Source: an optimization exercise on an open RTL-to-GDS flow (aim: a short achievable clock period and few clock cycles). Production flows keep margins and buffers that such runs may drop. Only simulation tests tie the RTL to the original design; equivalence was not proved.

v27:
## cpu
module cpu(
    input clk,
    input rst,
    input [31:0] i_IM_inst,
    input [31:0] i_DM_DI,
    output logic [31:0] o_IM_addr,
    output logic        o_DM_CS,
    output logic [3:0]  o_DM_WEB,
    output logic [31:0] o_DM_addr,
    output logic [31:0] o_DM_DI
);
    localparam BI = 3;
    localparam NB = 1 << BI;
    logic        stall, redirect, m_redir, kill, e_go;
    logic [31:2] redirect_pc, m_jtgt;
    logic [31:2] pc_f, pc_o;
    assign o_IM_addr = {pc_o, 2'b00};
    logic              btb_v   [NB];
    logic [1:0]        btb_ctr [NB];
    logic              btb_pt  [NB];       
    logic [3:0]        btb_cur [NB];       
    logic [3:0]        btb_trip[NB];       
    logic              btb_conf[NB];       
    logic [31:2+BI]    btb_tag [NB];
    logic [31:2]       btb_tgt [NB];
    logic [NB-1:0] f_sel;
    logic          f_hit, f_pred, f_pt;
    logic [1:0]    f_ctr;
    logic [31:2]   f_tgt, f_inc, f_next;
    always_comb begin
        f_hit = 1'b0;
        f_ctr = 2'b00;
        f_pt  = 1'b0;
        f_tgt = '0;
        for (int i = 0; i < NB; i++) begin
            f_sel[i] = btb_v[i] && pc_f[2+BI-1:2] == i[BI-1:0] && btb_tag[i] == pc_f[31:2+BI];
            f_hit    = f_hit | f_sel[i];
            f_ctr    = f_ctr | ({2{f_sel[i]}} & btb_ctr[i]);
            f_pt     = f_pt | (f_sel[i] && btb_pt[i]);
            f_tgt    = f_tgt | ({30{f_sel[i]}} & btb_tgt[i]);
        end
    end
    assign f_pred = f_pt;
    ks_add #(30) f_add (.a(pc_f), .b(30'd0), .cin(1'b1), .s(f_inc), .cout());
    assign f_next = f_pred ? f_tgt : f_inc;
    logic        i_valid, i_pred, i_hit, i_use_skid;
    logic [1:0]  i_ctr;
    logic [31:2] i_pc, i_ptgt;
    logic [31:0] i_inst, i_skid;
    logic        in_pred, in_hit, is_pred, is_hit;
    logic [1:0]  in_ctr, is_ctr;
    logic [31:2] in_pc, in_ptgt, is_pc, is_ptgt;
    logic        d_valid, d_pred, d_hit;
    logic [1:0]  d_ctr;
    logic [31:2] d_pc, d_ptgt;
    logic [31:0] d_inst;
    logic        e_valid, e_wr, e_is_ld;
    logic [4:0]  e_rd;
    logic        m_wr, m_ld;
    logic [4:0]  m_rd;
  ...
Settings: LEC_CHECK=0, ABC_CLOCK_PERIOD_IN_PS=3000, CAP_MARGIN=20, CELL_PAD_IN_SITES_GLOBAL_PLACEMENT=2, CORE_MARGIN=2, CORE_UTILIZATION=30, PLACE_DENSITY=0.5, SLEW_MARGIN=20; clock period 11.0 ns.
standard.sh (not shown) runs the stock make flow with config.mk's settings and CLKGATE_MAP_FILE= SYNTH_SCRIPT=/design/flow/synth_recipe.tcl, a recipe that flattens the netlist after the stock synthesis.
==> flow/flow/run.sh <==
#!/bin/bash
# The standard layout (standard synthesis, clock and constraints), with
# timing repair asked to leave 7.7 ns of setup slack at the design's period,
# and plain buffers (buf_4) rather than delay cells on the ports.
bash standard.sh SETUP_SLACK_MARGIN=7.7 "BUFFER_PORTS_ARGS=-buffer_cell sky130_fd_sc_hd__buf_4" finish > flow.log 2>&1
Testbench counts of v27, summed over its fixed seeds: cycles 323,908.
For v17, these inputs were changed with respect to v27:
--- a/flow/design.v
+++ b/flow/design.v
@@ -40,42 +40,36 @@
 );
     localparam BI = 3;
     localparam NB = 1 << BI;
     logic        stall, redirect, m_redir, kill, e_go;
     logic [31:2] redirect_pc, m_jtgt;
     logic [31:2] pc_f, pc_o;
     assign o_IM_addr = {pc_o, 2'b00};
     logic              btb_v   [NB];
     logic [1:0]        btb_ctr [NB];
-    logic              btb_pt  [NB];       
-    logic [3:0]        btb_cur [NB];       
-    logic [3:0]        btb_trip[NB];       
-    logic              btb_conf[NB];       
     logic [31:2+BI]    btb_tag [NB];
     logic [31:2]       btb_tgt [NB];
     logic [NB-1:0] f_sel;
-    logic          f_hit, f_pred, f_pt;
+    logic          f_hit, f_pred;
     logic [1:0]    f_ctr;
     logic [31:2]   f_tgt, f_inc, f_next;
     always_comb begin
         f_hit = 1'b0;
         f_ctr = 2'b00;
-        f_pt  = 1'b0;
         f_tgt = '0;
         for (int i = 0; i < NB; i++) begin
             f_sel[i] = btb_v[i] && pc_f[2+BI-1:2] == i[BI-1:0] && btb_tag[i] == pc_f[31:2+BI];
             f_hit    = f_hit | f_sel[i];
             f_ctr    = f_ctr | ({2{f_sel[i]}} & btb_ctr[i]);
-            f_pt     = f_pt | (f_sel[i] && btb_pt[i]);
             f_tgt    = f_tgt | ({30{f_sel[i]}} & btb_tgt[i]);
         end
     end
-    assign f_pred = f_pt;
+    assign f_pred = f_hit && f_ctr[1];
     ks_add #(30) f_add (.a(pc_f), .b(30'd0), .cin(1'b1), .s(f_inc), .cout());
     assign f_next = f_pred ? f_tgt : f_inc;
     logic        i_valid, i_pred, i_hit, i_use_skid;
     logic [1:0]  i_ctr;
     logic [31:2] i_pc, i_ptgt;
     logic [31:0] i_inst, i_skid;
     logic        in_pred, in_hit, is_pred, is_hit;
     logic [1:0]  in_ctr, is_ctr;
     logic [31:2] in_pc, in_ptgt, is_pc, is_ptgt;
@@ -369,63 +363,31 @@
     end
     always_ff @(posedge clk) begin
         u_hit   <= e_hit;
         u_taken <= taken || e_is_jalr;
         u_jalr  <= e_is_jalr;
         u_ctr   <= e_ctr;
         u_pc    <= e_pc;
         u_tgt   <= e_is_jalr ? sum[31:2] : e_tgt;
     end
-    logic [1:0] u_ctr_n;
-    logic [3:0] u_cur, u_trip, u_cur_n, u_trip_n;
-    logic       u_conf, u_conf_n;
-    always_comb begin
-        u_cur  = btb_cur[u_idx];
-        u_trip = btb_trip[u_idx];
-        u_conf = btb_conf[u_idx];
-        if (u_taken)
-            u_ctr_n = (u_ctr == 2'b11) ? 2'b11 : u_ctr + 2'd1;
-        else
-            u_ctr_n = (u_ctr == 2'b00) ? 2'b00 : u_ctr - 2'd1;
-        if (u_taken) begin
-            u_cur_n  = (u_cur == 4'd15) ? 4'd15 : u_cur + 4'd1;
-            u_trip_n = u_trip;
-            u_conf_n = u_conf;
-        end else begin
-            u_cur_n  = 4'd0;
-            u_trip_n = u_cur;
-            u_conf_n = u_cur == u_trip && u_cur != 4'd15;
-        end
-    end
     always_ff @(posedge clk, posedge rst) begin
         if (rst) begin
             for (int i = 0; i < NB; i++) begin
-                btb_v[i]    <= 1'b0;
-                btb_ctr[i]  <= 2'b00;
-                btb_pt[i]   <= 1'b0;
-                btb_cur[i]  <= 4'd0;
-                btb_trip[i] <= 4'd0;
-                btb_conf[i] <= 1'b0;
+                btb_v[i]   <= 1'b0;
+                btb_ctr[i] <= 2'b00;
             end
         end else if (u_go) begin
             if (u_hit) begin
-                btb_ctr[u_idx]  <= u_ctr_n;
-                btb_cur[u_idx]  <= u_cur_n;
-                btb_trip[u_idx] <= u_trip_n;
-                btb_conf[u_idx] <= u_conf_n;
-                btb_pt[u_idx]   <= u_ctr_n[1] && !(u_conf_n && u_cur_n == u_trip_n);
+                if (u_taken && u_ctr != 2'b11)       btb_ctr[u_idx] <= u_ctr + 2'd1;
+                else if (!u_taken && u_ctr != 2'b00) btb_ctr[u_idx] <= u_ctr - 2'd1;
             end else if (u_taken) begin
-                btb_v[u_idx]    <= 1'b1;
-                btb_ctr[u_idx]  <= 2'b10;
-                btb_cur[u_idx]  <= 4'd1;
-                btb_trip[u_idx] <= 4'd0;
-                btb_conf[u_idx] <= 1'b0;
-                btb_pt[u_idx]   <= 1'b1;
+                btb_v[u_idx]   <= 1'b1;
+                btb_ctr[u_idx] <= 2'b10;
             end
         end
     end
     always_ff @(posedge clk) begin
         if (u_go && ((!u_hit && u_taken) || u_jalr)) begin
             btb_tag[u_idx] <= u_pc[31:2+BI];
             btb_tgt[u_idx] <= u_tgt;
         end
     end
[compare] base=v27 new=v17: number of nets at the end of the flow fell by 954, number of multi-input logic gates decreased by about 12% relative to the old numbers, number of cells on the worst hold path shows no meaningful change. Via count in v17 vs v27: down about 10%. Compared with v27, wire length in v17 decreased by a little under 10%. Against v27, global-route wire length before repair in v17 fell by a little under 10%. | largest fanout on the critical path | higher: v27 |. Against v27, v17 comes in 3.7 points lower on met1 demand-to-capacity share in global routing.
Testbench counts of v17, summed over its fixed seeds: cycles 327,403.

## separate check: timing with driven ports
The flow's constraints put no driver on any port. The routed layouts listed below were extracted and timed again, unchanged, in two steps.
Step 1 sets driving cells, clkbuf_16 on the clock port and buf_2 on the other inputs (assumed; they add their load-dependent delay and slew).
Step 2, shift: input delay + t, output delay - t, t = (earliest + latest rising clock arrival at the registers) / 2. This alone moves slack from input paths to output paths.
a / b / c = ideal ports / drivers / drivers and shift; a / b = the first two.
run	t, ns	setup slack, ns	cell pins on the clock port's net
v27	1.032	7.097 / 7.059 / 6.143	1
v17	1.032	7.217 / 7.091 / 6.474	1
After both steps setup and hold are still met in every run listed. The setup slack of v27, which loses most, moves by -0.038 ns with the drivers and by -0.954 ns with both steps.
